This design comes from an exercise in tuning for small area and a short achievable clock period on the open sky130 flow, not from production work. No functional check of the RTL was part of any run shown here. The clock cells of runs 5 to 8 come from the design's own scripts or RTL, not from TritonCTS. The clock input has no modelled driver; a real chip could not lean on it and would need a root buffer or a full tree. No activity file was given, so power comes from the tool's default toggle rates.

==> flow/design.v <==
module flip_flop #(parameter W = 32) (clk, d, q);
input clk;
input [W-1:0] d;
output reg [W-1:0] q;
always @(posedge clk)
    q <= d;
endmodule
module cmp_gt #(parameter W = 23) (a, b, gt);
    input  [W-1:0] a;
    input  [W-1:0] b;
    output gt;
    localparam N = 32;   
    wire [N-1:0] ax = {{(N-W){1'b0}}, a};
    wire [N-1:0] bx = {{(N-W){1'b0}}, b};
    wire [2*N-1:0] g, e;
    assign g[N-1:0] = ax & ~bx;
    assign e[N-1:0] = ~(ax ^ bx);
    genvar k, j;
    generate
        for (k = 1; (N >> k) >= 1; k = k + 1) begin : lvl
            localparam IN  = 2*N - (2*N >> (k - 1));   
            localparam OUT = 2*N - (2*N >> k);         
            for (j = 0; j < (N >> k); j = j + 1) begin : node
                assign g[OUT+j] = g[IN+2*j+1] | (e[IN+2*j+1] & g[IN+2*j]);
                assign e[OUT+j] = e[IN+2*j+1] & e[IN+2*j];
            end
        end
    endgenerate
    assign gt = g[2*N-2];
    assign e[2*N-1] = 1'b0;
    assign g[2*N-1] = 1'b0;
endmodule
module add_pfx #(parameter W = 24) (a, b, cin, s, cout);
    input  [W-1:0] a;
    input  [W-1:0] b;
    input          cin;
    output [W-1:0] s;
    output         cout;
    localparam N = W + 1;   
    localparam L = $clog2(N);
    wire [W-1:0] p = a ^ b;
    wire [N*(L+1)-1:0] G, P;
    assign G[N-1:0] = {a & b, cin};
    assign P[N-1:0] = {p, 1'b0};
    genvar k, i;
    generate
        for (k = 0; k < L; k = k + 1) begin : lvl
            for (i = 0; i < N; i = i + 1) begin : pos
                if ((i >> k) & 1) begin : comb
                    localparam J = ((i >> k) << k) - 1;
                    assign G[(k+1)*N+i] = G[k*N+i] | (P[k*N+i] & G[k*N+J]);
                    assign P[(k+1)*N+i] = P[k*N+i] & P[k*N+J];
                end else begin : pass
                    assign G[(k+1)*N+i] = G[k*N+i];
                    assign P[(k+1)*N+i] = P[k*N+i];
                end
            end
        end
    endgenerate
    wire [N-1:0] c = G[L*N +: N];   
    assign s    = p ^ c[W-1:0];
    assign cout = c[W];
endmodule
module fpu_align_add (a, b, v, ep1, s);
    input  [31:0] a;
    input  [31:0] b;
    output [24:0] v;     
    output [7:0]  ep1;   
    output        s;     
    wire [7:0] ea = a[30:23];
    wire [7:0] eb = b[30:23];
    wire [8:0] dab = {1'b0, ea} - {1'b0, eb};
    wire [7:0] dba = eb - ea;
    wire       egt = dab[8];             
    wire       eeq = (ea == eb);
    wire       mgt;
    cmp_gt #(23) u_cmp (.a(b[22:0]), .b(a[22:0]), .gt(mgt));
    wire       swap = egt | (eeq & mgt);
    wire [7:0]  eB = swap ? eb : ea;
    wire [22:0] mB = swap ? b[22:0] : a[22:0];
    wire [22:0] mS = swap ? a[22:0] : b[22:0];
    wire [7:0]  d  = egt ? dba : dab[7:0];
    wire        big = d[7] | d[6] | d[5] | (d[4] & d[3]);
    wire [23:0] mSs = big ? 24'd0 : ({1'b1, mS} >> d[4:0]);
    wire        sub = a[31] ^ b[31];
    wire [23:0] sm;
    wire        co;
    add_pfx #(24) u_add (.a({1'b1, mB}), .b(mSs ^ {24{sub}}), .cin(sub), .s(sm), .cout(co));
    assign v   = {co & ~sub, sm};
    assign ep1 = eB + 8'd1;
    assign s   = swap ? b[31] : a[31];
endmodule
module fpu_normalise (v, ep1, s, kill, set23, r);
    input  [24:0] v;
    input  [7:0]  ep1;
    input         s;
    input         kill;    
    input         set23;   
    output [31:0] r;
    wire        z16 = ~|v[24:9];
    wire [24:0] x1  = z16 ? {v[8:0], 16'd0} : v;
    wire        z8  = ~|x1[24:17];
    wire [24:0] x2  = z8 ? {x1[16:0], 8'd0} : x1;
    wire        z4  = ~|x2[24:21];
    wire [24:0] x3  = z4 ? {x2[20:0], 4'd0} : x2;
    wire        z2  = ~|x3[24:23];
    wire [24:0] x4  = z2 ? {x3[22:0], 2'd0} : x3;
    wire        z1  = ~x4[24];
    wire [23:0] x5  = z1 ? x4[22:0] : x4[23:1];
    wire [4:0]  lz  = {z16, z8, z4, z2, z1};
    wire [7:0]  e    = ep1 - {3'b0, lz};
    wire        zero = kill | ~x4[24] & ~x4[23];
    assign r = ({s, e, x5[22:0]} & {32{~zero}}) | {8'b0, set23, 23'b0};
endmodule
module top_module(ip1,ip2,clk,rst,result);
    input [31:0]ip1;
    input [31:0]ip2;
    input clk;
    input rst;
    output reg [31:0]result;
    wire [31:0] a, b;
    reg         rst1;
    wire [24:0] v;
    wire [7:0]  ep1;
    wire        s;
    wire [31:0] r;
    flip_flop #(.W(32)) ff_a (.clk(clk), .d(ip1), .q(a));
    flip_flop #(.W(32)) ff_b (.clk(clk), .d(ip2), .q(b));
    always @(posedge clk) rst1 <= rst;
    fpu_align_add u1 (.a(a), .b(b), .v(v), .ep1(ep1), .s(s));
    reg  [24:0] v_q;
    reg  [7:0]  ep1_q;
    reg         s_q, kill_q, set_q;
    always @(posedge clk) begin
        v_q    <= v;
        ep1_q  <= ep1;
        s_q    <= s;
        kill_q <= rst | rst1;
        set_q  <= rst1 & ~rst;
    end
    fpu_normalise u2 (.v(v_q), .ep1(ep1_q), .s(s_q), .kill(kill_q), .set23(set_q), .r(r));
    always @(posedge clk) result <= r;
endmodule
==> flow/flow/run.sh <==
#!/bin/bash
# Standard flow with: timing repair aimed at a 17.5 ns setup margin, plain
# buffers on the ports, and a clock tree with fewer, larger clusters.
set -euo pipefail
F=$PWD/flow
bash standard.sh SETUP_SLACK_MARGIN=17.5 \
  "BUFFER_PORTS_ARGS=-inputs -buffer_cell sky130_fd_sc_hd__buf_1" POST_GLOBAL_PLACE_TCL=$F/post_gp.tcl \
  "CTS_ARGS=-sink_clustering_enable -repair_clock_nets -dont_use_dummy_load -buf_list sky130_fd_sc_hd__clkbuf_8 -sink_clustering_size 30 -sink_clustering_max_diameter 100" \
  finish > standard.log 2>&1
==> flow/flow/post_gp.tcl <==
# Output ports get buf_2 buffers (inputs got buf_1 through BUFFER_PORTS_ARGS).
buffer_ports -outputs -buffer_cell sky130_fd_sc_hd__buf_2
==> flow/standard.sh <==
#!/bin/bash
# synth_recipe.tcl (not shown) runs the flow's synth.tcl, then flattens the netlist and writes it again
# the make line also repeats each setting of config.mk as NAME=value (left out here)
make -C /OpenROAD-flow-scripts/flow DESIGN_CONFIG=/design/flow/config.mk WORK_HOME=/design/flow/orfs CLKGATE_MAP_FILE= SYNTH_SCRIPT=/design/flow/synth_recipe.tcl "${@:-finish}"
==> flow/config.mk <==
export PLATFORM = sky130hd
export DESIGN_NAME = top_module
export DESIGN_NICKNAME = top_module
export VERILOG_FILES = /design/flow/design.v
export SDC_FILE = /design/flow/constraint.sdc
export NUM_CORES = 4
export LEC_CHECK = 0
export ABC_AREA = 1
export CAP_MARGIN = 20
export CORE_MARGIN = 2
export CORE_UTILIZATION = 60
export SLEW_MARGIN = 20
==> flow/constraint.sdc <==
create_clock -name core_clock -period 24.0 [get_ports {clk}]
set_input_delay 4.8000 -clock core_clock [delete_from_list [all_inputs] [get_ports {clk}]]
set_output_delay 4.8000 -clock core_clock [all_outputs]
set_load 0.01 [all_outputs]
==> out/qor.csv, run 1 <==
stage,metric,value,unit
sta,skew,0.0238,ns
yosys,ys.flop_type,dfxtp_1,
cts,cts_tree,done,
yosys,synth_common_cells,"nand2_1, dfxtp_1, nand3_1",
cts,cts_buffers,17,
yosys,netlist_area,8620,um^2
routing,final_antenna_net_count,0,
routing,dr.pass1.iters,6,
grt,antenna_found_initial,0,
routing,wl_met1,9410,um
sta,setup_slack,18.17,ns
power_and_ir_drop,leakage,4.62,nW
worst_setup_path,critPathLaunchType,register,
sta,period_minus_slack,5.83,ns
yosys,yosysTopAreaCellShare,0.309,
finish,fin_cells,1475,
yosys,ys_seq_area_frac,0.309,
finish,antenna_cells,0,
sta,relSlewSlack,0.406,
power_and_ir_drop,p_total,0.863,mW
worst_setup_path,path_common_cell,nor2_1,
worst_setup_path,criticalPathCategory,register to register,
place,hpwl,16300,um
yosys,ys_seq_elements,133,
grt,track_usage,0.277,
power_and_ir_drop,p_per_area,93.0,nW/um^2
floorplan,initial_core_util,0.618,
yosys,synth_enable_flop_cells,0,
finish,nets,1434,
floorplan,row_count,43,
routing,vias,7896,
grt,grt_pass1_wl,32700,um
floorplan,die_area,15300,um^2
yosys,synth_cell_types,48,
routing,drt_iter0_drc,550,
power_and_ir_drop,vdd_ir_drop_max,0.0000589,V
floorplan,io_pins,98,
routing,drc,0,
finish,final_area,9280,um^2
routing,wl,20300,um
yosys,yosysMostFrequentCell,nand2_1,
worst_setup_path,end_kind,register,
yosys,yosysWarnings,2,
floorplan,coreArea,13900,um^2
cts,post_cts.repair.setup_buffers,0,
worst_setup_path,max_stage_delay,0.44,ns
routing,vias_per_cell,5.35,
place,place_area,9030,um^2
worst_setup_path,critPathMaxFanout,29,
sta,fin_crit_sh,0.243,
worst_setup_path,cp_num_buf_inv,8,
sta,rsz0062_at_grt,false,
place,post-place-ws,17.86,ns
finish,nFillCells,1331,
worst_hold_path,hold_class,register to register,
cts,cts_root_buffer,clkbuf_8,
place,dp_cells,1458,
sta,worstMarginPinSlew,0.890,ns
outcome,status,timing/DRC/antenna clean,
grt,grt_pass1_vias,7097,
cts,clk_path_buf_depth,2,
yosys,synthTopCellsByArea,"dfxtp_1, nand2_1, ha_1",
finish,syn2layout_area_growth,7.72,%
floorplan,fp.dieH,124,um
routing,wl_met2,9240,um
yosys,syn_inst,1230,
yosys,avgSynthCellArea,7.01,um^2
sta,hold_viol,0,
cts,cts.sinks,133,
routing,wl_met3,1100,um
worst_setup_path,critPathArrivalTime,6.13,ns
grt,grt_overflow,0,
routing,top_layer,met4,
cts,clk_pin_slew,0.07,ns
yosys,synth_top_cell_by_area,dfxtp_1,
run,drv_cap,0,
cts,cts_max_level,4,
sta,fmax,0.171,GHz
worst_setup_path,critical_path.top_delay_family,compound AO/OA/AOI/OAI gates,
place,port_buffers,97,
grt,grt_max_degree,89,
worst_setup_path,critPathSlowestCell,fa_1,
finish,layout-drive-gt1-share,0.0849,
sta,fin_setup_tns,0,ns
cts,insertion_delay,0.44,ns
floorplan,fp.dieW,124,um
sta,finalMaxSlewViolations,0,
worst_setup_path,required,24.30,ns
sta,setup_violations,0,
routing,wl_per_cell,13.8,um
yosys,synth_nets,1367,
yosys,ys_async_sr_fraction,0,
==> final cells by class <==
class                   count  area (um^2)  share of cell area
inverters                 130          488              0.0526
well taps                 180          225              0.0243
clock buffers              17          234              0.0252
repair buffers            103          449              0.0484
flip-flops and latches    133         2660               0.287
multi-input cells         912         5220               0.563
==> worst reg2reg max path: cells and delay by family (launching register included) <==
family / cells / cell delay [ns]
flip-flops: 1 / 0.35
AO/OA/AOI/OAI: 7 / 1.39
AND/OR/NAND/NOR: 11 / 1.32
adder cells (fa/ha/maj): 3 / 0.95
XOR/XNOR: 2 / 0.31
multiplexers: 1 / 0.31
buffers and inverters: 8 / 1.06
==> power by group <==
group          internal [mW]  switching [mW]  total (mW)
registers              0.272          0.0297       0.302
logic                  0.151           0.278       0.429
clock network         0.0621          0.0702       0.132
total                  0.485           0.378       0.863
==> metrics by stage <==
step	hold WS [ns]	utilization
after floorplan	0.394	-
after global placement	0.412	0.636
after detailed placement	0.416	0.648
after CTS	0.431	0.665
after global routing	0.448	0.666
final	0.428	0.666
==> layer usage <==
metal | track usage | vias up
met4 | 0.110 | 0
met3 | 0.0549 | 38
li1 | - | 4152
met5 | 0 | -
met2 | 0.451 | 196
met1 | 0.360 | 3510
==> cells by family (layout without fill, tap and decap cells) <==
group	count (synthesis)	in the layout	synth area share
AOI/OAI and AO/OA	248	248	0.165
DFF	133	133	0.309
adders and majority gates	71	71	0.108
xor gates and xnor gates	50	50	0.0526
buffers and inverters	185	250	0.0892
muxes	3	3	0.00494
and+or+nand+nor	540	540	0.271
==> repair_timing <==
action / 4_1_cts / 5_1_grt
setup endpoints to repair: 0 / 7
gates resized for setup: 0 / 4
hold endpoints to repair: 0 / 0
hold buffers: 0 / 0
==> flip-flops by register name (all words and copies together) (netlist names), 8 cells and up <==
| name | cells |
|---|---|
| result | 32 |
| ep1_q | 8 |
| v_q | 25 |
| ff_a.q | 32 |
| ff_b.q | 32 |
==> layout by cell type (no fill, tap or decap), drive strengths merged, types with 2 or more instances in the layout <==
cell    netlist  layout
a211oi        3       3
a21boi       20      20
a21oi        78      78
a31oi        10      10
and3          2       2
buf          29     103
clkbuf       26      17
dfxtp       133     133
fa            6       6
ha           65      65
inv         129     129
mux2i         3       3
nand2       306     306
nand3       121     121
nand4         5       5
nor2         80      80
nor3         11      11
nor3b         3       3
nor4          4       4
o211ai       12      12
o21ai       115     115
o21bai        3       3
o221ai        5       5
or2           6       6
xnor2         3       3
xor2         47      47
==> path summary, 6_finish.rpt <==
kind | from | end | slack, ns | cells after the start
hold reg to reg | set_q | result[23] | 0.43 | 1
hold / removal | set_q | result[23] | 0.43 | 1
setup / recovery | ff_a.q[23] | v_q[24] | 18.17 | 32
setup reg to reg | ff_a.q[23] | v_q[24] | 18.17 | 32
==> inputs of run 2 (changes only) <==
--- a/flow/design.v
+++ b/flow/design.v
@@ -85,7 +85,7 @@
     wire        sub = a[31] ^ b[31];
     wire [23:0] sm;
     wire        co;
-    add_pfx #(24) u_add (.a({1'b1, mB}), .b(mSs ^ {24{sub}}), .cin(sub), .s(sm), .cout(co));
+    add_bk #(24) u_add (.a({1'b1, mB}), .b(mSs ^ {24{sub}}), .cin(sub), .s(sm), .cout(co));
     assign v   = {co & ~sub, sm};
     assign ep1 = eB + 8'd1;
     assign s   = swap ? b[31] : a[31];
@@ -111,6 +111,48 @@
     wire [7:0]  e    = ep1 - {3'b0, lz};
     wire        zero = kill | ~x4[24] & ~x4[23];
     assign r = ({s, e, x5[22:0]} & {32{~zero}}) | {8'b0, set23, 23'b0};
+endmodule
+module add_bk #(parameter W = 24) (a, b, cin, s, cout);
+    input  [W-1:0] a;
+    input  [W-1:0] b;
+    input          cin;
+    output [W-1:0] s;
+    output         cout;
+    localparam N = W + 1;
+    localparam L = $clog2(N);
+    wire [W-1:0] p = a ^ b;
+    wire [N*(2*L+1)-1:0] G, P;
+    assign G[N-1:0] = {a & b, cin};
+    assign P[N-1:0] = {p, 1'b0};
+    genvar k, i;
+    generate
+        for (k = 0; k < L; k = k + 1) begin : up
+            for (i = 0; i < N; i = i + 1) begin : pos
+                if (((i + 1) % (1 << (k + 1))) == 0) begin : comb
+                    assign G[(k+1)*N+i] = G[k*N+i] | (P[k*N+i] & G[k*N+i-(1<<k)]);
+                    assign P[(k+1)*N+i] = P[k*N+i] & P[k*N+i-(1<<k)];
+                end else begin : pass
+                    assign G[(k+1)*N+i] = G[k*N+i];
+                    assign P[(k+1)*N+i] = P[k*N+i];
+                end
+            end
+        end
+        for (k = 0; k < L; k = k + 1) begin : dn
+            for (i = 0; i < N; i = i + 1) begin : pos
+                localparam S = 1 << (L - k - 1);
+                if (i >= 2*S && ((i + 1) % (2*S)) == S) begin : comb
+                    assign G[(L+k+1)*N+i] = G[(L+k)*N+i] | (P[(L+k)*N+i] & G[(L+k)*N+i-S]);
+                    assign P[(L+k+1)*N+i] = P[(L+k)*N+i] & P[(L+k)*N+i-S];
+                end else begin : pass
+                    assign G[(L+k+1)*N+i] = G[(L+k)*N+i];
+                    assign P[(L+k+1)*N+i] = P[(L+k)*N+i];
+                end
+            end
+        end
+    endgenerate
+    wire [N-1:0] c = G[2*L*N +: N];
+    assign s    = p ^ c[W-1:0];
+    assign cout = c[W];
 endmodule
 module top_module(ip1,ip2,clk,rst,result);
     input [31:0]ip1;
==> flow/flow/run.sh (replaced) <==
#!/bin/bash
# Standard flow with: timing repair aimed at a 18.3 ns setup margin, plain
# buffers on the ports, and a clock tree with fewer, larger clusters.
set -euo pipefail
F=$PWD/flow
bash standard.sh SETUP_SLACK_MARGIN=18.3 \
  "BUFFER_PORTS_ARGS=-inputs -buffer_cell sky130_fd_sc_hd__buf_1" POST_GLOBAL_PLACE_TCL=$F/post_gp.tcl \
  "CTS_ARGS=-sink_clustering_enable -repair_clock_nets -dont_use_dummy_load -buf_list sky130_fd_sc_hd__clkbuf_8 -sink_clustering_size 30 -sink_clustering_max_diameter 100" \
  finish > standard.log 2>&1
--- a/flow/config.mk
+++ b/flow/config.mk
@@ -8,5 +8,5 @@
 export ABC_AREA = 1
 export CAP_MARGIN = 20
 export CORE_MARGIN = 2
-export CORE_UTILIZATION = 60
+export CORE_UTILIZATION = 70
 export SLEW_MARGIN = 20
==> out/qor.csv, run 2 <==
stage,metric,value,unit
yosys,yosysTopAreaCellShare,0.315,
worst_setup_path,max_stage_delay,0.33,ns
finish,nets,1391,
place,port_buffers,97,
routing,wl_met3,1320,um
sta,hold_viol,0,
worst_setup_path,critPathArrivalTime,0.91,ns
worst_setup_path,critPathSlowestCell,dfxtp_1,
floorplan,fp.dieH,114,um
yosys,synth_nets,1310,
yosys,synthTopCellsByArea,"dfxtp_1, nand2_1, ha_1",
grt,grt_pass1_wl,32300,um
floorplan,row_count,40,
finish,postLayoutCoreUtil,0.788,
sta,period_minus_slack,5.71,ns
routing,vias_per_cell,5.66,
routing,vias,7870,
cts,cts.sinks,133,
sta,fin_crit_sh,0.238,
cts,cts_root_buffer,clkbuf_8,
yosys,synth_common_cells,"nand2_1, dfxtp_1, inv_1",
worst_setup_path,worstPathCellList,buf_2,
floorplan,initial_core_util,0.709,
yosys,avgSynthCellArea,7.26,um^2
finish,syn2layout_area_growth,11.0,%
sta,relSlewSlack,0.488,
finish,layout_common_cells,"nand2_1, dfxtp_1, inv_1",
worst_setup_path,critical_path.top_delay_family,flip-flops,
finish,layout_commonest_cell,nand2_1,
power_and_ir_drop,leakage,4.57,nW
routing,wl_met1,8370,um
power_and_ir_drop,vdd_ir_drop_max,0.0000459,V
yosys,yosysWarnings,2,
yosys,synth_top_cell_by_area,dfxtp_1,
sta,fmax,0.175,GHz
grt,grt_overflow,0,
routing,wl,20700,um
yosys,ys_seq_area_frac,0.315,
sta,setup_violations,0,
routing,drc,0,
sta,worstMarginPinSlew,0.767,ns
yosys,synth_enable_flop_cells,0,
cts,cts_tree,done,
cts,clk_pin_slew,0.08,ns
worst_setup_path,worstRegToRegCells,29,
cts,cts_buffers,17,
yosys,netlist_area,8450,um^2
grt,grt_max_degree,72,
worst_setup_path,end_kind,output port,
yosys,ys_seq_elements,133,
floorplan,die_area,13000,um^2
sta,fin_setup_tns,0,ns
power_and_ir_drop,p_per_area,95.8,nW/um^2
finish,layout-drive-gt1-share,0.0981,
worst_setup_path,cp_num_buf_inv,1,
worst_setup_path,path_depth,1,
worst_setup_path,criticalPathCategory,register to output port,
run,drv_cap,0,
routing,drt_iter0_drc,688,
grt,track_usage,0.315,
worst_setup_path,required,19.20,ns
grt,antenna_found_initial,0,
worst_hold_path,hold_class,register to register,
routing,top_layer,met4,
routing,wl_met2,10100,um
finish,antenna_cells,0,
worst_setup_path,critPathLaunchType,register,
sta,skew,0.0235,ns
floorplan,fp.dieW,114,um
yosys,yosysMostFrequentCell,nand2_1,
worst_hold_path,holdPathStages,2,
sta,rsz0062_at_grt,true,
routing,wl_per_cell,14.9,um
cts,clk_path_buf_depth,2,
yosys,ys_async_sr_fraction,0,
worst_setup_path,rrSetupSlack,18.56,ns
floorplan,io_pins,98,
cts,cts_max_level,4,
sta,finalMaxSlewViolations,0,
grt,grt_pass1_vias,7084,
yosys,synth_cell_types,52,
finish,largestRegisters,"ff_a.q: 32 flops, ff_b.q: 32 flops, result: 32 flops",
outcome,status,timing/DRC/antenna clean,
place,hpwl,15400,um
routing,final_antenna_net_count,0,
cts,insertion_delay,0.45,ns
yosys,ys.flop_type,dfxtp_1,
worst_setup_path,critPathMaxFanout,1,
routing,dr.pass1.iters,6,
yosys,syn_inst,1164,
floorplan,coreArea,11900,um^2
==> run 2: cell count changes in the layout (fill, tap and decap cells not counted), moves of 5 or more <==
cell      delta
a21oi_1      -6
buf_2        -9
buf_6        +9
dfxtp_1      -9
dfxtp_2      +9
fa_1         +8
nand2_1     -23
nand3_1     -23
nor2_1      -23
o211ai_1     +5
xnor2_1      +7
xor2_1       -8
==> run 2: cells by family after synthesis <==
group / Yosys count / synth area share
multiplexers: 5 / 0.00637
flip-flops: 133 / 0.315
XOR/XNOR: 50 / 0.0536
AO/OA/AOI/OAI: 249 / 0.169
buffers and inverters: 180 / 0.0862
AND/OR/NAND/NOR: 467 / 0.239
adder cells (fa/ha/maj): 80 / 0.131
==> run 2: layout make-up <==
class / count / area [um^2]
clock buffer: 17 / 234
inverter: 131 / 494
fill: 871 / 2530
timing repair buffer: 107 / 573
multi-input combinational: 855 / 5220
sequential: 133 / 2670
tap: 147 / 184
==> run 2: where the power goes <==
part	internal, mW	switching (mW)
registers	0.276	0.0273
logic	0.167	0.295
clock network	0.0620	0.0716
total	0.505	0.394
==> run 2: worst paths after layout <==
path                                 start    endpoint
worst max-delay path            result[31]  result[31]
worst min-delay path                   s_q  result[31]
worst max register to register  ff_a.q[23]     v_q[22]
worst min register to register         s_q  result[31]
==> run 2: what timing repair did <==
item                       4_1_cts  5_1_grt
pin swaps                        2        3
gates cloned                     2        3
gates resized for setup         14       26
buffers inserted                 2        4
setup endpoints to repair       29       46
hold buffers                     0        0
==> run 2: metrics by stage <==
stage	hold slack (ns)	power (mW)	std cells	worst slack (ns)	area (um^2)
6_report	0.414	0.899	1390	18.29	9380
3_5_place_dp	0.413	0.730	1362	17.67	8830
5_1_grt	0.437	0.971	1390	18.20	9380
2_1_floorplan	0.394	0.629	1164	18.83	8450
4_1_cts	0.421	0.872	1383	18.28	9170
3_3_place_gp	0.399	0.702	1330	17.80	8670
==> run 2: per-layer routing <==
layer  vias up  global-route usage
li1       3978                   -
met1      3492               0.380
met2       325               0.542
met3        75              0.0654
met4         0               0.145
met5         -                   0
==> inputs of run 3 (changes only) <==
--- a/flow/config.mk
+++ b/flow/config.mk
@@ -8,5 +8,5 @@
 export ABC_AREA = 1
 export CAP_MARGIN = 20
 export CORE_MARGIN = 2
-export CORE_UTILIZATION = 70
+export CORE_UTILIZATION = 60
 export SLEW_MARGIN = 20
==> out/qor.csv, run 3 <==
stage,metric,value,unit
outcome,status,timing/DRC/antenna clean,
finish,postLayoutCoreUtil,0.683,
yosys,synth_enable_flop_cells,0,
finish,multi_input_area,5230,um^2
grt,track_usage,0.277,
worst_setup_path,required,19.20,ns
cts,cts_max_level,4,
power_and_ir_drop,leakage,4.57,nW
routing,vias,7691,
sta,whs,0.416,ns
worst_setup_path,critPathMaxFanout,1,
floorplan,row_count,43,
yosys,ys_seq_elements,133,
yosys,yosysMostFrequentCell,nand2_1,
yosys,netlist_area,8450,um^2
worst_setup_path,max_stage_delay,0.33,ns
finish,layout_common_cells,"nand2_1, inv_1, dfxtp_1",
yosys,yosysWarnings,2,
grt,grt_use_met2,0.458,
worst_setup_path,criticalPathCategory,register to output port,
sta,rsz0062_at_grt,true,
yosys,yosysTopAreaCellShare,0.315,
worst_setup_path,rr_startpoint,ff_a.q[28],
finish,layout_commonest_cell,nand2_1,
sta,worstMarginPinSlew,0.748,ns
sta,finalMaxSlewViolations,0,
finish,antenna_cells,0,
yosys,synthTopCellsByArea,"dfxtp_1, nand2_1, ha_1",
cts,cts_tree,done,
finish,layout-drive-gt1-share,0.106,
yosys,syn_inst,1164,
cts,cts_root_buffer,clkbuf_8,
cts,clk_path_buf_depth,2,
finish,nFillCells,1219,
yosys,ys_seq_area_frac,0.315,
finish,nets,1390,
worst_setup_path,end_kind,output port,
sta,fin_crit_sh,0.238,
sta,setup_violations,0,
finish,ff_latch_area,2680,um^2
grt,grt_pass1_wl,32400,um
cts,insertion_delay,0.45,ns
sta,relSlewSlack,0.496,
worst_setup_path,critPathLaunchType,register,
cts,ctsHoldBuffers,0,
sta,hold_viol,0,
floorplan,fp.dieH,123,um
yosys,synth_top_cell_by_area,dfxtp_1,
floorplan,die_area,15000,um^2
finish,final_area,9450,um^2
routing,final_antenna_net_count,0,
grt,grt.busiest_layer,met2,
worst_setup_path,cp_num_buf_inv,1,
power_and_ir_drop,p_total,0.895,mW
routing,dr.pass1.iters,7,
worst_hold_path,worst_hold_startpoint,rst1,
sta,skew,0.0345,ns
grt,grt_overflow,0,
worst_setup_path,worstSetupStartpoint,result[23],
floorplan,coreArea,13800,um^2
floorplan,io_pins,98,
worst_setup_path,critPathArrivalTime,0.90,ns
yosys,synth_common_cells,"nand2_1, dfxtp_1, inv_1",
sta,fmax,0.175,GHz
sta,fin_setup_tns,0,ns
yosys,ys_async_sr_fraction,0,
place,port_buffers,97,
yosys,synth_nets,1310,
place,hpwl,15700,um
run,drv_cap,0,
cts,cts_buffers,17,
grt,use_met1,0.345,
routing,drc,0,
floorplan,fp.dieW,123,um
routing,wl,20200,um
power_and_ir_drop,vdd_ir_drop_max,0.0000347,V
grt,use_met3,0.0609,
power_and_ir_drop,p_per_area,94.8,nW/um^2
worst_setup_path,worstPathCellList,buf_2,
yosys,ys.flop_type,dfxtp_1,
floorplan,initial_core_util,0.611,
cts,clk_pin_slew,0.08,ns
routing,drt_iter0_drc,585,
worst_setup_path,critical_path.top_delay_family,flip-flops,
sta,period_minus_slack,5.70,ns
grt,grt_pass1_vias,6829,
finish,largestRegisters,"ff_a.q: 32 flops, ff_b.q: 32 flops, result: 32 flops",
worst_hold_path,hold_class,register to register,
grt,grt_max_degree,73,
place,place_area,8880,um^2
worst_setup_path,critPathSlowestCell,dfxtp_1,
routing,vias_per_cell,5.41,
cts,cts.sinks,133,
yosys,synth_cell_types,52,
yosys,avgSynthCellArea,7.26,um^2
finish,syn2layout_area_growth,11.8,%
grt,antenna_found_initial,0,
routing,wl_per_cell,14.2,um
[run 3: cell counts after synthesis]
Identical to the previous run, type by type.
[run 3: through the flow]
step,std cells,setup WS [ns]
floorplan,1164,18.83
global placement,1364,17.78
detailed placement,1396,17.68
CTS,1415,18.27
global route,1422,18.22
finish,1422,18.30
[run 3: final timing paths]
check	endpoint	slack [ns]	depth (start not counted)
worst max-delay path	result[23]	18.30	1
worst min-delay path	set_q	0.42	2
worst max register to register	v_q[22]	18.57	31
worst min register to register	set_q	0.42	2
[run 3: layout make-up]
| cell class | instances | area share |
|---|---|---|
| clock buffers | 17 | 0.0248 |
| well taps | 180 | 0.0238 |
| multi-input cells | 854 | 0.554 |
| inverters | 131 | 0.0523 |
| repair buffers | 107 | 0.0614 |
| flip-flops and latches | 133 | 0.284 |
[run 3: kinds of logic (layout without fill, tap and decap cells)]
group	count (synthesis)	in the layout	synth area share
DFF	133	133	0.315
AOI/OAI and AO/OA	249	250	0.169
and+or+nand+nor	467	468	0.239
xor gates and xnor gates	50	51	0.0536
buffers and inverters	180	255	0.0862
adders and majority gates	80	80	0.131
muxes	5	5	0.00637
[run 3: layer usage]
metal | routed length [um] | part of all wire
met1 | 8680 | 0.43
met2 | 9730 | 0.48
met3 | 1030 | 0.051
met4 | 727 | 0.036
met5 | 0 | 0
[run 3: report_power, final]
part	internal [mW]	switching, mW
Sequential	0.277	0.0285
Combinational	0.170	0.288
Clock	0.0620	0.0710
Total	0.508	0.387
[run 3: worst min-delay path: stages, from the launching register on]
cell and delay, ns:
dfxtp_1 0.31, inv_1 0.04, nor2_1 0.03
[run 3: what timing repair did]
action | CTS | global route
gates resized for setup | 16 | 41
endpoints found under the setup margin | 27 | 50
setup buffers | 0 | 6
pin swaps | 1 | 3
gates cloned | 2 | 1
==> inputs of run 4 (changes only) <==
==> flow/flow/run.sh (replaced) <==
#!/bin/bash
# Standard flow with: timing repair aimed at a 18.0 ns setup margin, plain
# buffers on the ports, and a clock tree with fewer, larger clusters.
set -euo pipefail
F=$PWD/flow
bash standard.sh SETUP_SLACK_MARGIN=18.0 \
  "BUFFER_PORTS_ARGS=-inputs -buffer_cell sky130_fd_sc_hd__buf_1" POST_GLOBAL_PLACE_TCL=$F/post_gp.tcl \
  "CTS_ARGS=-sink_clustering_enable -repair_clock_nets -dont_use_dummy_load -buf_list sky130_fd_sc_hd__clkbuf_8 -sink_clustering_size 30 -sink_clustering_max_diameter 100" \
  finish > standard.log 2>&1
==> out/qor.csv, run 4 <==
stage,metric,value,unit
worst_setup_path,required,19.20,ns
yosys,synth_cell_types,52,
worst_setup_path,rrSetupSlack,18.44,ns
place,hpwl,15700,um
grt,grt_overflow,0,
cts,cts.sinks,133,
worst_setup_path,critPathArrivalTime,0.89,ns
grt,track_usage,0.273,
grt,grt_pass1_wl,32000,um
place,place_area,8880,um^2
worst_setup_path,crit_end,result[25],
cts,cts_tree,done,
yosys,synthTopCellsByArea,"dfxtp_1, nand2_1, ha_1",
power_and_ir_drop,p_total,0.869,mW
floorplan,coreArea,13800,um^2
sta,finalMaxSlewViolations,0,
finish,layout_commonest_cell,nand2_1,
yosys,synth_top_cell_by_area,dfxtp_1,
floorplan,io_pins,98,
yosys,avgSynthCellArea,7.26,um^2
cts,insertion_delay,0.45,ns
yosys,ys_seq_elements,133,
worst_setup_path,max_stage_delay,0.32,ns
worst_setup_path,worstSetupStartpoint,result[25],
routing,dr.pass1.iters,6,
yosys,yosysMostFrequentCell,nand2_1,
yosys,netlist_area,8450,um^2
worst_setup_path,path_depth,1,
routing,final_antenna_net_count,0,
place,port_buffers,97,
sta,skew,0.0326,ns
cts,cts_max_level,4,
yosys,synth_nets,1310,
worst_setup_path,r2r-end,v_q[22],
sta,fin_crit_sh,0.237,
worst_setup_path,critPathMaxFanout,1,
finish,syn2layout_area_growth,9.37,%
yosys,yosysTopAreaCellShare,0.315,
yosys,synth_enable_flop_cells,0,
sta,whs,0.412,ns
sta,fin_setup_tns,0,ns
yosys,ys_async_sr_fraction,0,
routing,wl_per_cell,13.8,um
routing,drc,0,
place,dp_cells,1396,
finish,nets,1385,
cts,clk_path_buf_depth,2,
floorplan,row_count,43,
outcome,status,timing/DRC/antenna clean,
finish,antenna_cells,0,
grt,antenna_found_initial,0,
yosys,ys_seq_area_frac,0.315,
yosys,yosysWarnings,2,
worst_setup_path,worstRegToRegCells,36,
sta,setup_violations,0,
worst_hold_path,worst_hold_startpoint,set_q,
worst_setup_path,criticalPathCategory,register to output port,
floorplan,die_area,15000,um^2
sta,relSlewSlack,0.496,
grt,grt_max_degree,73,
worst_setup_path,critPathLaunchType,register,
power_and_ir_drop,vdd_ir_drop_max,0.0000346,V
worst_setup_path,critical_path.top_delay_family,flip-flops,
sta,period_minus_slack,5.69,ns
floorplan,initial_core_util,0.611,
worst_hold_path,hold_class,register to register,
power_and_ir_drop,p_per_area,94.0,nW/um^2
sta,rsz0062_at_grt,false,
sta,hold_viol,0,
cts,clk_pin_slew,0.08,ns
worst_setup_path,worstPathCellList,buf_2,
finish,layout_common_cells,"nand2_1, dfxtp_1, inv_1",
worst_setup_path,rr_startpoint,ff_a.q[29],
grt,grt_pass1_vias,6756,
yosys,syn_inst,1164,
cts,cts_buffers,17,
finish,fin_cells,1417,
routing,drt_iter0_drc,516,
worst_setup_path,cp_num_buf_inv,1,
worst_setup_path,critPathSlowestCell,dfxtp_1,
cts,ctsHoldBuffers,0,
routing,vias,7626,
routing,wl,19600,um
cts,cts_root_buffer,clkbuf_8,
sta,fmax,0.176,GHz
finish,final_area,9240,um^2
yosys,ys.flop_type,dfxtp_1,
finish,layout-drive-gt1-share,0.0849,
power_and_ir_drop,leakage,4.51,nW
yosys,synth_common_cells,"nand2_1, dfxtp_1, inv_1",
floorplan,fp.dieH,123,um
run,drv_cap,0,
worst_setup_path,end_kind,output port,
floorplan,fp.dieW,123,um
finish,largestRegisters,"ff_a.q: 32 flops, ff_b.q: 32 flops, result: 32 flops",
routing,vias_per_cell,5.38,
sta,worstMarginPinSlew,0.748,ns
finish,nFillCells,1248,
==> run 4: cell counts after synthesis <==
No cell type changed its count.
==> run 4: worst min-delay path by stage <==
stage / end / cells after the start
global route: result[23] / 1
detailed placement: result[23] / 1
global placement: result[23] / 1
floorplan: result[31] / 2
finish: result[23] / 1
CTS: result[23] / 1
==> run 4: report_power, final <==
| part | switching [mW] | leakage [nW] | internal (mW) |
|---|---|---|---|
| Sequential | 0.0260 | 1.12 | 0.274 |
| Combinational | 0.280 | 3.27 | 0.156 |
| Clock | 0.0703 | 0.122 | 0.0620 |
==> run 4: what timing repair did <==
action                                  CTS  global route
setup buffers                             0             2
gates cloned                              0             2
hold endpoints to repair                  0             0
pin swaps                                 0             2
resized for setup                         5            13
endpoints found under the setup margin   10            20
==> run 4: kinds of logic (layout without fill, tap and decap cells) <==
| kind of cell | count (synthesis) | after routing | synth area share |
|---|---|---|---|
| mux | 5 | 5 | 0.00637 |
| compound gates | 249 | 249 | 0.169 |
| buf+inv | 180 | 251 | 0.0862 |
| simple gates | 467 | 468 | 0.239 |
| xor+xnor | 50 | 51 | 0.0536 |
| fa+ha+maj | 80 | 80 | 0.131 |
| flops | 133 | 133 | 0.315 |
==> run 4: final cells by class <==
class | count | area [um^2] | area share
Timing Repair Buffer | 103 | 462 | 0.0500
Multi-Input combinational cell | 853 | 5160 | 0.559
Sequential cell | 133 | 2660 | 0.288
Tap cell | 180 | 225 | 0.0244
Clock buffer | 17 | 234 | 0.0253
Inverter | 131 | 494 | 0.0535
==> run 4: through the flow <==
step / utilization / setup slack [ns]
2_1_floorplan: - / 18.83
3_3_place_gp: 0.630 / 17.78
3_5_place_dp: 0.642 / 17.68
4_1_cts: 0.661 / 18.09
5_1_grt: 0.668 / 17.99
6_report: 0.668 / 18.31
==> run 4: per-layer routing <==
| layer | vias to the layer above | share of wire | GRT usage |
|---|---|---|---|
| li1 | 3962 | - | - |
| met3 | 52 | 0.056 | 0.0572 |
| met5 | - | 0 | 0 |
| met1 | 3376 | 0.43 | 0.343 |
| met2 | 236 | 0.47 | 0.449 |
| met4 | 0 | 0.039 | 0.122 |
==> inputs of run 5 (changes only) <==
==> flow/flow/run.sh (replaced) <==
#!/bin/bash
# Standard flow (standard synthesis unchanged) with: timing repair aimed at
# a 18.3 ns setup margin, buf_1 on input ports and buf_2 on output ports,
# and a one-level clock tree (flow/pre_cts.tcl) instead of TritonCTS.
set -euo pipefail
F=$PWD/flow
bash standard.sh SETUP_SLACK_MARGIN=18.3 \
  "BUFFER_PORTS_ARGS=-inputs -buffer_cell sky130_fd_sc_hd__buf_1" \
  POST_GLOBAL_PLACE_TCL=$F/post_gp.tcl \
  PRE_CTS_TCL=$F/pre_cts.tcl \
  finish > standard.log 2>&1
==> flow/flow/manual_cts.tcl (new file) <==
# Build a one-level clock tree: the clock port drives N clkbuf_16 buffers,
# each of which drives the clock pins of one cluster of flip-flops
# (clusters: the flip-flops split into equal halves by x, then by y).
proc manual_cts {nbuf master_name} {
  set block [ord::get_db_block]
  set db [ord::get_db]
  set master [$db findMaster $master_name]
  set clk [$block findNet clk]
  set sinks {}
  foreach it [$clk getITerms] {
    set inst [$it getInst]
    set bb [$inst getBBox]
    lappend sinks [list $it [expr {([$bb xMin]+[$bb xMax])/2}] [expr {([$bb yMin]+[$bb yMax])/2}]]
  }
  # recursive bisection into nbuf groups (nbuf a power of two)
  set groups [list $sinks]
  set axis 0
  while {[llength $groups] < $nbuf} {
    set ng {}
    foreach g $groups {
      set s [lsort -integer -index [expr {$axis + 1}] $g]
      set h [expr {[llength $s] / 2}]
      lappend ng [lrange $s 0 [expr {$h - 1}]] [lrange $s $h end]
    }
    set groups $ng
    set axis [expr {1 - $axis}]
  }
  set k 0
  foreach g $groups {
    set net [odb::dbNet_create $block "clknet_m$k"]
    $net setSigType CLOCK
    set buf [odb::dbInst_create $block $master "clkbuf_m$k"]
    set sx 0; set sy 0
    foreach s $g {
      set it [lindex $s 0]
      $it disconnect
      $it connect $net
      incr sx [lindex $s 1]; incr sy [lindex $s 2]
    }
    set n [llength $g]
    [$buf findITerm A] connect $clk
    [$buf findITerm X] connect $net
    $buf setLocation [expr {$sx / $n}] [expr {$sy / $n}]
    $buf setPlacementStatus PLACED
    incr k
  }
}
==> flow/flow/pre_cts.tcl (new file) <==
# Replace TritonCTS with a one-level clock tree: the clock port drives four
# clkbuf_16 buffers, each driving the clock pins of a quarter of the
# flip-flops (split by position).
source [file join [file dirname [info script]] manual_cts.tcl]
manual_cts 4 sky130_fd_sc_hd__clkbuf_16
set_propagated_clock [all_clocks]
rename clock_tree_synthesis triton_cts_unused
proc clock_tree_synthesis {args} { puts "clock tree built by flow/manual_cts.tcl" }
==> out/qor.csv, run 5 <==
stage,metric,value,unit
worst_setup_path,critPathMaxFanout,1,
worst_setup_path,path_depth,1,
power_and_ir_drop,p_per_area,89.9,nW/um^2
worst_setup_path,critPathSlowestCell,dfxtp_1,
yosys,synth_cell_types,52,
finish,layout-drive-gt1-share,0.0846,
yosys,yosysTopAreaCellShare,0.315,
yosys,ys_async_sr_fraction,0,
finish,layout_commonest_cell,nand2_1,
grt,grt_overflow,0,
yosys,synth-compound-area-share,0.169,
routing,dr.pass1.iters,6,
finish,layout_common_cells,"nand2_1, dfxtp_1, inv_1",
place,port_buffers,97,
sta,fmax,0.184,GHz
grt,grt_pass1_vias,6719,
yosys,ys.flop_type,dfxtp_1,
worst_setup_path,critPathLaunchType,register,
routing,wl_per_cell,14.0,um
sta,fin_crit_sh,0.226,
yosys,synth_common_cells,"nand2_1, dfxtp_1, inv_1",
floorplan,coreArea,13800,um^2
run,drv_cap,0,
worst_setup_path,worstSetupStartpoint,result[19],
finish,largestRegisters,"ff_a.q: 32 flops, ff_b.q: 32 flops, result: 32 flops",
sta,finalMaxSlewViolations,0,
yosys,synth_enable_flop_cells,0,
worst_setup_path,end_kind,output port,
worst_setup_path,criticalPathCategory,register to output port,
cts,insertion_delay,0.18,ns
yosys,synth-adder-area-share,0.131,
finish,syn2layout_area_growth,9.34,%
yosys,synth_nets,1310,
sta,skew,0.0148,ns
grt,grt_pass1_wl,32000,um
floorplan,io_pins,98,
yosys,syn_inst,1164,
worst_setup_path,required,19.20,ns
floorplan,row_count,43,
yosys,yosysWarnings,2,
yosys,synth_mux_area_frac,0.00637,
outcome,status,timing/DRC/antenna clean,
worst_setup_path,max_stage_delay,0.33,ns
grt,grt_max_degree,73,
grt,antenna_found_initial,0,
worst_setup_path,critical_path.top_delay_family,flip-flops,
sta,hold_viol,0,
yosys,avgSynthCellArea,7.26,um^2
worst_setup_path,worstRegToRegCells,31,
grt,track_usage,0.262,
sta,setup_violations,0,
sta,rsz0062_at_grt,true,
sta,relSlewSlack,0.489,
place,hpwl,15700,um
routing,vias,7567,
floorplan,fp.dieW,123,um
power_and_ir_drop,leakage,4.49,nW
power_and_ir_drop,vdd_ir_drop_max,0.0000463,V
worst_hold_path,holdPathStages,2,
worst_hold_path,hold_class,register to register,
power_and_ir_drop,p_total,0.831,mW
cts,ctsHoldBuffers,0,
routing,vias_per_cell,5.37,
worst_setup_path,critPathArrivalTime,0.63,ns
yosys,ys_seq_elements,133,
worst_hold_path,worst_hold_startpoint,rst1,
yosys,synthSimpleGateAreaFrac,0.239,
finish,antenna_cells,0,
routing,wl,19800,um
routing,drt_iter0_drc,597,
cts,clk_pin_slew,0.11,ns
yosys,synthTopCellsByArea,"dfxtp_1, nand2_1, ha_1",
worst_setup_path,rr_startpoint,ff_a.q[28],
place,place_area,8880,um^2
yosys,synth_top_family_by_area,simple AND/OR/NAND/NOR gates,
yosys,yosysMostFrequentCell,nand2_1,
finish,nets,1378,
yosys,netlist_area,8450,um^2
routing,final_antenna_net_count,0,
yosys,ys_seq_area_frac,0.315,
finish,final_area,9240,um^2
routing,drc,0,
sta,fin_setup_tns,0,ns
yosys,yosys.area_share.xor_xnor,0.0536,
sta,worstMarginPinSlew,0.766,ns
floorplan,die_area,15000,um^2
floorplan,initial_core_util,0.611,
worst_setup_path,worstPathCellList,buf_2,
worst_setup_path,cp_num_buf_inv,1,
sta,period_minus_slack,5.43,ns
floorplan,fp.dieH,123,um
yosys,synth_top_cell_by_area,dfxtp_1,
worst_setup_path,rrSetupSlack,18.60,ns
[run 5: cell counts after synthesis]
No cell type changed its count.
[run 5: layout make-up]
class | instances | area [um^2]
repair buffers | 108 | 524
well taps | 180 | 225
plain buffers | 4 | 100
multi-input cells | 854 | 5230
inverters | 131 | 494
fillers | 1243 | 4590
flip-flops and latches | 133 | 2660
[run 5: power breakdown]
part | leakage, nW | switching (mW) | total (mW) | internal (mW)
clock | 0.0493 | 0.0520 | 0.0832 | 0.0311
combinational | 3.33 | 0.287 | 0.448 | 0.161
sequential | 1.12 | 0.0258 | 0.300 | 0.274
[run 5: stage by stage]
stage	hold slack [ns]	instances	setup slack, ns	util
after floorplan	0.394	1164	18.83	-
after global placement	0.401	1364	17.78	0.630
after detailed placement	0.407	1396	17.68	0.642
after CTS	0.424	1402	18.31	0.657
after global routing	0.458	1410	18.24	0.668
final	0.423	1410	18.57	0.668
[run 5: routing by layer]
layer / routed length [um] / vias to the layer above / part of all wire / track usage
met5: 0 / - / 0 / 0
met4: 731 / 0 / 0.037 / 0.0754
met3: 872 / 45 / 0.044 / 0.0181
met2: 9600 / 198 / 0.49 / 0.460
met1: 8570 / 3381 / 0.43 / 0.344
li1: - / 3943 / - / -
[run 5: repair_timing]
item / CTS / global route
gates cloned: 2 / 2
setup endpoints to repair: 20 / 21
setup buffers: 0 / 6
gates resized for setup: 15 / 13
pin swaps: 1 / 3
[run 5: worst paths after layout]
kind                              endpoint
worst min register to register       set_q
worst min-delay path                 set_q
worst max register to register     v_q[22]
worst max-delay path            result[19]
[run 5: cell families (layout without fill, tap and decap cells)]
group | Yosys count | in the layout
AND/OR/NAND/NOR | 467 | 468
buffers and inverters | 180 | 243
flip-flops | 133 | 133
multiplexers | 5 | 5
XOR/XNOR | 50 | 51
AO/OA/AOI/OAI | 249 | 250
adder cells (fa/ha/maj) | 80 | 80
==> inputs of run 6 (changes only) <==
--- a/flow/config.mk
+++ b/flow/config.mk
@@ -8,5 +8,5 @@
 export ABC_AREA = 1
 export CAP_MARGIN = 20
 export CORE_MARGIN = 2
-export CORE_UTILIZATION = 60
+export CORE_UTILIZATION = 70
 export SLEW_MARGIN = 20
==> out/qor.csv, run 6 <==
stage,metric,value,unit
yosys,synth_nets,1310,
worst_setup_path,worstRegToRegCells,31,
finish,postLayoutCoreUtil,0.772,
yosys,netlist_area,8450,um^2
worst_setup_path,critPathSlowestCell,dfxtp_1,
routing,wl_per_cell,14.4,um
sta,relSlewSlack,0.489,
yosys,synthTopCellsByArea,"dfxtp_1, nand2_1, ha_1",
worst_setup_path,critPathLaunchType,register,
grt,grt_overflow,0,
yosys,synth_common_cells,"nand2_1, dfxtp_1, inv_1",
place,port_buffers,97,
cts,clk_pin_slew,0.11,ns
worst_setup_path,rrSetupSlack,18.58,ns
finish,syn2layout_area_growth,8.78,%
power_and_ir_drop,pwr-share-seq,0.358,
sta,fin_crit_sh,0.227,
yosys,synth_cell_types,52,
floorplan,fp.dieH,114,um
worst_setup_path,end_kind,output port,
finish,nFillCells,912,
sta,finalMaxSlewViolations,0,
routing,vias,7756,
worst_setup_path,path_depth,1,
power_and_ir_drop,switchingPower,0.369,mW
worst_setup_path,worstPathCellList,buf_2,
power_and_ir_drop,internal_power,0.466,mW
sta,period_minus_slack,5.45,ns
power_and_ir_drop,leakage,4.49,nW
power_and_ir_drop,p_per_area,90.9,nW/um^2
routing,drt_iter0_drc,597,
yosys,syn_inst,1164,
worst_setup_path,critPathArrivalTime,0.65,ns
finish,layout-drive-gt1-share,0.0829,
grt,track_usage,0.292,
worst_setup_path,criticalPathCategory,register to output port,
routing,wl,19900,um
grt,antenna_found_initial,0,
power_and_ir_drop,vdd_ir_drop_max,0.0000459,V
finish,final_area,9190,um^2
grt,grt_max_degree,72,
worst_setup_path,cp_num_buf_inv,1,
worst_setup_path,r2r-end,v_q[22],
worst_setup_path,max_stage_delay,0.34,ns
outcome,status,timing/DRC/antenna clean,
sta,worstMarginPinSlew,0.766,ns
sta,fin_setup_tns,0,ns
routing,final_antenna_net_count,0,
finish,layout_common_cells,"nand2_1, dfxtp_1, inv_1",
worst_setup_path,worstSetupStartpoint,result[20],
routing,vias_per_cell,5.63,
floorplan,coreArea,11900,um^2
floorplan,io_pins,98,
floorplan,die_area,13000,um^2
sta,fmax,0.184,GHz
place,place_area,8830,um^2
worst_hold_path,hold_class,register to register,
yosys,ys_seq_area_frac,0.315,
worst_hold_path,hold_end,result[31],
sta,rsz0062_at_grt,true,
worst_setup_path,critPathMaxFanout,1,
worst_hold_path,worst_hold_startpoint,s_q,
grt,grt_pass1_wl,31500,um
worst_setup_path,rr_startpoint,ff_a.q[28],
routing,dr.pass1.iters,6,
place,hpwl,15400,um
cts,insertion_delay,0.18,ns
yosys,ys_seq_elements,133,
yosys,ys_async_sr_fraction,0,
sta,skew,0.0144,ns
floorplan,row_count,40,
sta,setup_violations,0,
power_and_ir_drop,pwr-share-clk,0.099,
yosys,avgSynthCellArea,7.26,um^2
yosys,yosysMostFrequentCell,nand2_1,
sta,hold_viol,0,
run,drv_cap,0,
worst_setup_path,required,19.20,ns
yosys,ys.flop_type,dfxtp_1,
worst_setup_path,critical_path.top_delay_family,flip-flops,
yosys,yosysTopAreaCellShare,0.315,
yosys,synth_top_cell_by_area,dfxtp_1,
power_and_ir_drop,comb_power_share,0.543,
power_and_ir_drop,p_sw_frac,0.442,
yosys,yosysWarnings,2,
finish,largestRegisters,"ff_a.q: 32 flops, ff_b.q: 32 flops, result: 32 flops",
yosys,synth_enable_flop_cells,0,
finish,nets,1379,
worst_hold_path,holdPathStages,2,
finish,antenna_cells,0,
routing,drc,0,
floorplan,fp.dieW,114,um
floorplan,initial_core_util,0.709,
grt,grt_pass1_vias,6966,
finish,layout_commonest_cell,nand2_1,
-- run 6: power by group through the flow --
stage / Sequential [mW] / Combinational, mW / Clock (mW)
floorplan: 0.308 / 0.320 / 0
finish: 0.299 / 0.453 / 0.0829
detailed placement: 0.304 / 0.426 / 0
global placement: 0.318 / 0.385 / 0
global route: 0.304 / 0.509 / 0.0930
CTS: 0.299 / 0.435 / 0.0865
-- run 6: cells by family (layout without fill, tap and decap cells) --
family | Yosys count | in the layout | synth area share
muxes | 5 | 5 | 0.00637
adders and majority gates | 80 | 80 | 0.131
DFF | 133 | 133 | 0.315
and+or+nand+nor | 467 | 468 | 0.239
xor gates and xnor gates | 50 | 52 | 0.0536
AOI/OAI and AO/OA | 249 | 250 | 0.169
buffers and inverters | 180 | 243 | 0.0862
-- run 6: how the worst max path moves through the flow --
stage,to,slack (ns)
5_1_grt,v_q[22],18.21
3_3_place_gp,v_q[22],17.80
3_5_place_dp,v_q[22],17.67
2_1_floorplan,kill_q,18.83
4_1_cts,v_q[22],18.40
6_report,result[20],18.55
-- run 6: timing repair --
item / CTS / global route
cloned: 2 / 3
resized for setup: 13 / 11
setup buffers: 2 / 5
hold buffers: 0 / 0
pin swaps: 2 / 3
hold endpoints to repair: 0 / 0
setup endpoints to repair: 18 / 20
-- run 6: per-layer routing --
metal / share of wire / track usage / wire length [um] / vias to the layer above
met1: 0.42 / 0.373 / 8340 / 3485
met3: 0.053 / 0.0239 / 1050 / 47
li1: - / - / - / 3949
met4: 0.036 / 0.0886 / 708 / 0
met2: 0.49 / 0.527 / 9770 / 275
met5: 0 / 0 / 0 / -
-- run 6: area by class of cell --
class | instances | area (um^2) | share of cell area
timing repair buffer | 108 | 524 | 0.0570
inverter | 131 | 494 | 0.0538
tap | 147 | 184 | 0.0200
multi-input combinational | 855 | 5230 | 0.569
sequential | 133 | 2660 | 0.290
buffer | 4 | 100 | 0.0109
-- run 6: per-stage QoR --
stage          hold WS [ns]  total power [mW]  cells  worst slack (ns)
3_3_place_gp          0.399             0.702   1330             17.80
4_1_cts               0.431             0.820   1370             18.40
5_1_grt               0.447             0.906   1378             18.21
2_1_floorplan         0.394             0.629   1164             18.83
6_report              0.431             0.835   1378             18.55
3_5_place_dp          0.413             0.730   1362             17.67
==> inputs of run 7 (changes only) <==
--- a/flow/config.mk
+++ b/flow/config.mk
@@ -8,5 +8,5 @@
 export ABC_AREA = 1
 export CAP_MARGIN = 20
 export CORE_MARGIN = 2
-export CORE_UTILIZATION = 70
+export CORE_UTILIZATION = 80
 export SLEW_MARGIN = 20
==> out/qor.csv, run 7 <==
stage,metric,value,unit
grt,grt_use_met2,0.714,
place,hpwl,16800,um
floorplan,fp.dieW,107,um
yosys,ys_async_sr_fraction,0,
finish,layout-drive-gt1-share,0.0868,
yosys,yosysMostFrequentCell,nand2_1,
yosys,yosysWarnings,2,
worst_setup_path,criticalPathCategory,register to register,
grt,track_usage,0.377,
yosys,ys.flop_type,dfxtp_1,
worst_setup_path,rrSetupSlack,18.40,ns
worst_setup_path,required,24.07,ns
floorplan,coreArea,10300,um^2
yosys,netlist_area,8450,um^2
worst_hold_path,hold_class,register to register,
yosys,syn_inst,1164,
finish,postLayoutCoreUtil,0.898,
grt,antenna_found_initial,0,
grt,use_met3,0.0243,
floorplan,die_area,11400,um^2
sta,rsz0062_at_grt,true,
sta,hold_viol,0,
yosys,yosysTopAreaCellShare,0.315,
finish,largestRegisters,"ff_a.q: 32 flops, ff_b.q: 32 flops, result: 32 flops",
finish,antenna_cells,0,
routing,wl_per_cell,17.3,um
routing,final_antenna_net_count,0,
sta,period_minus_slack,5.60,ns
worst_setup_path,critPathArrivalTime,5.67,ns
worst_setup_path,path_common_cell,nand2_1,
worst_setup_path,critical_path.top_delay_family,compound AO/OA/AOI/OAI gates,
worst_setup_path,worstSetupStartpoint,ff_a.q[28],
yosys,synth_nets,1310,
power_and_ir_drop,vdd_ir_drop_max,0.0000754,V
routing,dr.pass1.iters,6,
sta,fin_setup_tns,0,ns
cts,clk_pin_slew,0.12,ns
grt,use_met1,0.435,
place,place_area,8810,um^2
finish,nFillCells,507,
grt,grt_pass1_wl,35300,um
worst_setup_path,worstRegToRegCells,31,
worst_setup_path,critPathSlowestCell,fa_1,
routing,vias_per_cell,6.29,
grt,grt_max_degree,67,
yosys,avgSynthCellArea,7.26,um^2
worst_setup_path,r2r-end,v_q[22],
run,drv_cap,0,
yosys,ys_seq_area_frac,0.315,
worst_hold_path,holdPathStages,2,
yosys,ys_seq_elements,133,
worst_setup_path,max_stage_delay,0.44,ns
sta,relSlewSlack,0.490,
yosys,synth_enable_flop_cells,0,
outcome,status,timing/DRC/antenna clean,
yosys,synth_top_cell_by_area,dfxtp_1,
worst_setup_path,rr_startpoint,ff_a.q[28],
routing,drc,0,
worst_setup_path,critPathLaunchType,register,
sta,fin_crit_sh,0.233,
worst_setup_path,end_kind,register,
power_and_ir_drop,leakage,4.52,nW
place,post-place-ws,17.56,ns
grt,grt.busiest_layer,met2,
routing,drt_iter0_drc,969,
worst_setup_path,cp_num_buf_inv,4,
sta,finalMaxSlewViolations,0,
finish,layout_common_cells,"nand2_1, dfxtp_1, inv_1",
yosys,synth_common_cells,"nand2_1, dfxtp_1, inv_1",
finish,final_area,9230,um^2
yosys,synthTopCellsByArea,"dfxtp_1, nand2_1, ha_1",
worst_setup_path,critPathMaxFanout,12,
floorplan,row_count,37,
routing,wl,23600,um
power_and_ir_drop,p_per_area,93.8,nW/um^2
floorplan,fp.dieH,107,um
sta,setup_violations,0,
cts,insertion_delay,0.18,ns
sta,skew,0.0149,ns
worst_hold_path,hold_end,result[31],
finish,layout_commonest_cell,nand2_1,
place,port_buffers,97,
worst_hold_path,worst_hold_startpoint,s_q,
floorplan,initial_core_util,0.822,
grt,grt_pass1_vias,7845,
finish,syn2layout_area_growth,9.27,%
finish,nets,1381,
routing,vias,8610,
grt,grt_overflow,0,
sta,worstMarginPinSlew,0.765,ns
sta,fmax,0.178,GHz
yosys,synth_cell_types,52,
sta,setup_slack,18.40,ns
floorplan,io_pins,98,
==> run 7: cell counts after synthesis <==
No cell type changed its count.
==> run 7: final cells by class <==
type,instances,area (um^2),area share
Timing Repair Buffer,107,517,0.0560
Multi-Input combinational cell,858,5290,0.573
Sequential cell,133,2660,0.288
Tap cell,136,170,0.0184
Inverter,131,497,0.0538
Buffer,4,100,0.0108
==> run 7: worst max-delay path by stage <==
stage          endpoint  depth (start not counted)
6_report        v_q[22]                         31
3_3_place_gp    v_q[22]                         29
2_1_floorplan    kill_q                          1
5_1_grt         v_q[22]                         34
4_1_cts         v_q[22]                         29
3_5_place_dp    v_q[22]                         29
==> run 7: worst reg2reg max path, delay by kind of cell, from the launching register on <==
kind / cells / cell delay, ns
compound gates: 7 / 1.57
xor+xnor: 2 / 0.35
fa+ha+maj: 3 / 1.13
buf+inv: 4 / 0.41
flops: 1 / 0.37
mux: 1 / 0.22
simple gates: 14 / 1.46
==> run 7: cell families after synthesis <==
group,count (synthesis),synth area share
XOR/XNOR,50,0.0536
flip-flops,133,0.315
AO/OA/AOI/OAI,249,0.169
buffers and inverters,180,0.0862
multiplexers,5,0.00637
adder cells (fa/ha/maj),80,0.131
AND/OR/NAND/NOR,467,0.239
==> run 7: routing by layer <==
layer	part of all wire	up-vias
li1	-	3971
met1	0.36	3881
met2	0.49	585
met3	0.076	173
met4	0.066	0
met5	0	-
==> run 7: repair_timing <==
item / 4_1_cts / 5_1_grt
gates resized for setup: 13 / 19
pin swaps: 2 / 5
setup endpoints to repair: 20 / 22
hold buffers: 0 / 0
setup buffers: 2 / 5
gates cloned: 2 / 6
==> run 7: through the flow <==
stage	cells	power, mW	hold WS, ns
finish	1369	0.866	0.456
global route	1369	0.918	0.459
detailed placement	1350	0.738	0.430
global placement	1318	0.696	0.400
CTS	1358	0.830	0.452
floorplan	1164	0.629	0.394
==> run 7: where the power goes <==
| group | internal, mW | total, mW | switching [mW] |
|---|---|---|---|
| clock network | 0.0312 | 0.0858 | 0.0545 |
| registers | 0.274 | 0.301 | 0.0272 |
| logic | 0.162 | 0.479 | 0.317 |
==> inputs of run 8 (changes only) <==
==> flow/flow/run.sh (replaced) <==
#!/bin/bash
# Standard flow (standard synthesis unchanged) with: timing repair aimed at
# a 18.5 ns setup margin, buf_1 on input ports and buf_2 on output ports,
# and a one-level clock tree (flow/pre_cts.tcl) instead of TritonCTS.
set -euo pipefail
F=$PWD/flow
bash standard.sh SETUP_SLACK_MARGIN=18.5 \
  "BUFFER_PORTS_ARGS=-inputs -buffer_cell sky130_fd_sc_hd__buf_1" \
  POST_GLOBAL_PLACE_TCL=$F/post_gp.tcl \
  PRE_CTS_TCL=$F/pre_cts.tcl \
  finish > standard.log 2>&1
--- a/flow/config.mk
+++ b/flow/config.mk
@@ -8,5 +8,5 @@
 export ABC_AREA = 1
 export CAP_MARGIN = 20
 export CORE_MARGIN = 2
-export CORE_UTILIZATION = 80
+export CORE_UTILIZATION = 60
 export SLEW_MARGIN = 20
==> out/qor.csv, run 8 <==
stage,metric,value,unit
yosys,synth_enable_flop_cells,0,
cts,clk_pin_slew,0.12,ns
finish,nFillCells,1208,
worst_setup_path,critPathArrivalTime,0.63,ns
cts,ctsHoldBuffers,0,
sta,relSlewSlack,0.489,
cts,insertion_delay,0.18,ns
worst_setup_path,worstRegToRegCells,30,
floorplan,coreArea,13800,um^2
grt,grt_overflow,0,
yosys,synth_nets,1310,
yosys,syn_inst,1164,
floorplan,die_area,15000,um^2
yosys,yosysWarnings,2,
yosys,yosysTopAreaCellShare,0.315,
routing,wl,20200,um
finish,layout_common_cells,"nand2_1, dfxtp_1, inv_1",
place,port_buffers,97,
worst_setup_path,critPathMaxFanout,1,
yosys,netlist_area,8450,um^2
worst_hold_path,worst_hold_startpoint,rst1,
outcome,status,timing/DRC/antenna clean,
routing,drt_iter0_drc,579,
sta,setup_violations,0,
floorplan,io_pins,98,
power_and_ir_drop,vdd_ir_drop_max,0.0000499,V
worst_setup_path,critPathSlowestCell,dfxtp_1,
yosys,synthTopCellsByArea,"dfxtp_1, nand2_1, ha_1",
sta,hold_viol,0,
power_and_ir_drop,p_total,0.840,mW
power_and_ir_drop,leakage,4.58,nW
place,hpwl,15700,um
sta,fin_crit_sh,0.226,
worst_setup_path,max_stage_delay,0.33,ns
worst_setup_path,rrSetupSlack,18.77,ns
power_and_ir_drop,p_per_area,89.3,nW/um^2
grt,grt_max_degree,73,
worst_hold_path,hold_end,set_q,
grt,track_usage,0.263,
routing,vias_per_cell,5.40,
worst_hold_path,holdPathStages,2,
floorplan,fp.dieH,123,um
grt,grt_pass1_wl,32200,um
yosys,ys_seq_area_frac,0.315,
worst_setup_path,rr_startpoint,ff_a.q[23],
routing,dr.pass1.iters,6,
finish,largestRegisters,"ff_a.q: 32 flops, ff_b.q: 32 flops, result: 32 flops",
routing,drc,0,
sta,period_minus_slack,5.43,ns
run,drv_cap,0,
worst_setup_path,required,19.20,ns
routing,vias,7680,
worst_setup_path,r2r-end,v_q[22],
grt,antenna_found_initial,0,
yosys,ys_seq_elements,133,
yosys,synth_cell_types,52,
sta,rsz0062_at_grt,true,
finish,layout-drive-gt1-share,0.0959,
worst_setup_path,cp_num_buf_inv,1,
worst_setup_path,end_kind,output port,
yosys,synth_top_cell_by_area,dfxtp_1,
worst_hold_path,hold_class,register to register,
worst_setup_path,worstPathCellList,buf_2,
worst_setup_path,critical_path.top_delay_family,flip-flops,
sta,worstMarginPinSlew,0.758,ns
sta,skew,0.0158,ns
worst_setup_path,criticalPathCategory,register to output port,
yosys,ys.flop_type,dfxtp_1,
sta,fmax,0.184,GHz
finish,antenna_cells,0,
yosys,ys_async_sr_fraction,0,
finish,nets,1389,
routing,final_antenna_net_count,0,
yosys,avgSynthCellArea,7.26,um^2
finish,ff_latch_area,2660,um^2
sta,fin_setup_tns,0,ns
grt,grt_pass1_vias,6751,
floorplan,row_count,43,
finish,layout_commonest_cell,nand2_1,
finish,syn2layout_area_growth,11.4,%
worst_setup_path,critPathLaunchType,register,
floorplan,initial_core_util,0.611,
yosys,synth_common_cells,"nand2_1, dfxtp_1, inv_1",
floorplan,fp.dieW,123,um
finish,multi_input_area,5300,um^2
sta,finalMaxSlewViolations,0,
yosys,yosysMostFrequentCell,nand2_1,
routing,wl_per_cell,14.2,um
==> run 8: metrics by stage <==
| step | cells | cell area, um^2 | setup slack, ns | hold slack (ns) | utilization |
|---|---|---|---|---|---|
| floorplan | 1164 | 8450 | 18.83 | 0.394 | - |
| global placement | 1364 | 8720 | 17.78 | 0.401 | 0.630 |
| detailed placement | 1396 | 8880 | 17.68 | 0.407 | 0.642 |
| CTS | 1405 | 9110 | 18.52 | 0.424 | 0.659 |
| global route | 1421 | 9410 | 18.43 | 0.458 | 0.680 |
| finish | 1421 | 9410 | 18.57 | 0.423 | 0.680 |
==> run 8: worst max path at each step <==
stage / startpoint / end / slack (ns) / cells after the start
after floorplan: rst / kill_q / 18.83 / 1
after global placement: ff_a.q[28] / v_q[22] / 17.78 / 29
after detailed placement: ff_a.q[29] / v_q[22] / 17.68 / 29
after CTS: ff_a.q[29] / v_q[22] / 18.52 / 36
after global routing: ff_a.q[15] / v_q[22] / 18.43 / 40
final: result[19] / result[19] / 18.57 / 1
==> run 8: kinds of logic after synthesis <==
kind of cell               share of synthesized area
and+or+nand+nor                                0.239
AOI/OAI and AO/OA                              0.169
buffers and inverters                         0.0862
DFF                                            0.315
adders and majority gates                      0.131
xor gates and xnor gates                      0.0536
muxes                                        0.00637
==> run 8: power by group <==
group,leakage [nW],internal [mW],switching (mW)
Clock,0.0493,0.0311,0.0523
Combinational,3.42,0.166,0.290
Sequential,1.12,0.274,0.0260
==> run 8: metal layers <==
| layer | part of all wire | wire (um) | track usage | vias up |
|---|---|---|---|---|
| met5 | 0 | 0 | 0 | - |
| met4 | 0.034 | 692 | 0.0754 | 0 |
| met1 | 0.43 | 8630 | 0.345 | 3428 |
| li1 | - | - | - | 3969 |
| met3 | 0.048 | 968 | 0.0186 | 42 |
| met2 | 0.49 | 9870 | 0.465 | 241 |
==> run 8: cell type report <==
cell class,count,area share
timing repair buffer,118,0.0664
sequential,133,0.283
multi-input combinational,855,0.563
inverter,131,0.0528
buffer,4,0.0106
tap,180,0.0239
==> run 8: timing repair <==
item	CTS	global route
resized for setup	18	29
pin swaps	2	9
endpoints found under the setup margin	22	21
buffers inserted	3	12
endpoints found under the hold margin	0	0
gates cloned	2	4

==> what the ideal ports hide <==
The flow's constraints put no driver on any port. The routed layouts listed below were extracted and timed again, unchanged, in two steps. Step 1 assumes that a clkbuf_16 drives the clock port and a buf_2 every other input. Step 2 times the ports against the registers' clock, not the clock port: input delays grow and output delays shrink by t, the midpoint of the rising clock arrivals with the driver on. Three values: ideal ports, drivers, drivers and shift; two values: the first two.
run	t (ns)	setup slack, ns	hold WS [ns]	worst setup path after step 2
run 1	0.464	18.168 / 18.168 / 18.168	0.428 / 0.428 / 0.428	register to register
run 2	0.480	18.286 / 18.249 / 18.557	0.414 / 0.414 / 0.414	register to register
run 3	0.477	18.297 / 18.256 / 18.573	0.416 / 0.416 / 0.416	register to register
run 4	0.471	18.310 / 18.272 / 18.440	0.412 / 0.412 / 0.412	register to register
run 5	0.270	18.574 / 18.476 / 18.602	0.423 / 0.423 / 0.423	register to register
run 6	0.266	18.554 / 18.460 / 18.578	0.431 / 0.431 / 0.431	register to register
run 7	0.273	18.397 / 18.397 / 18.397	0.456 / 0.456 / 0.456	register to register
run 8	0.270	18.572 / 18.475 / 18.710	0.423 / 0.423 / 0.423	input to register
After both steps every run listed still meets setup and hold.
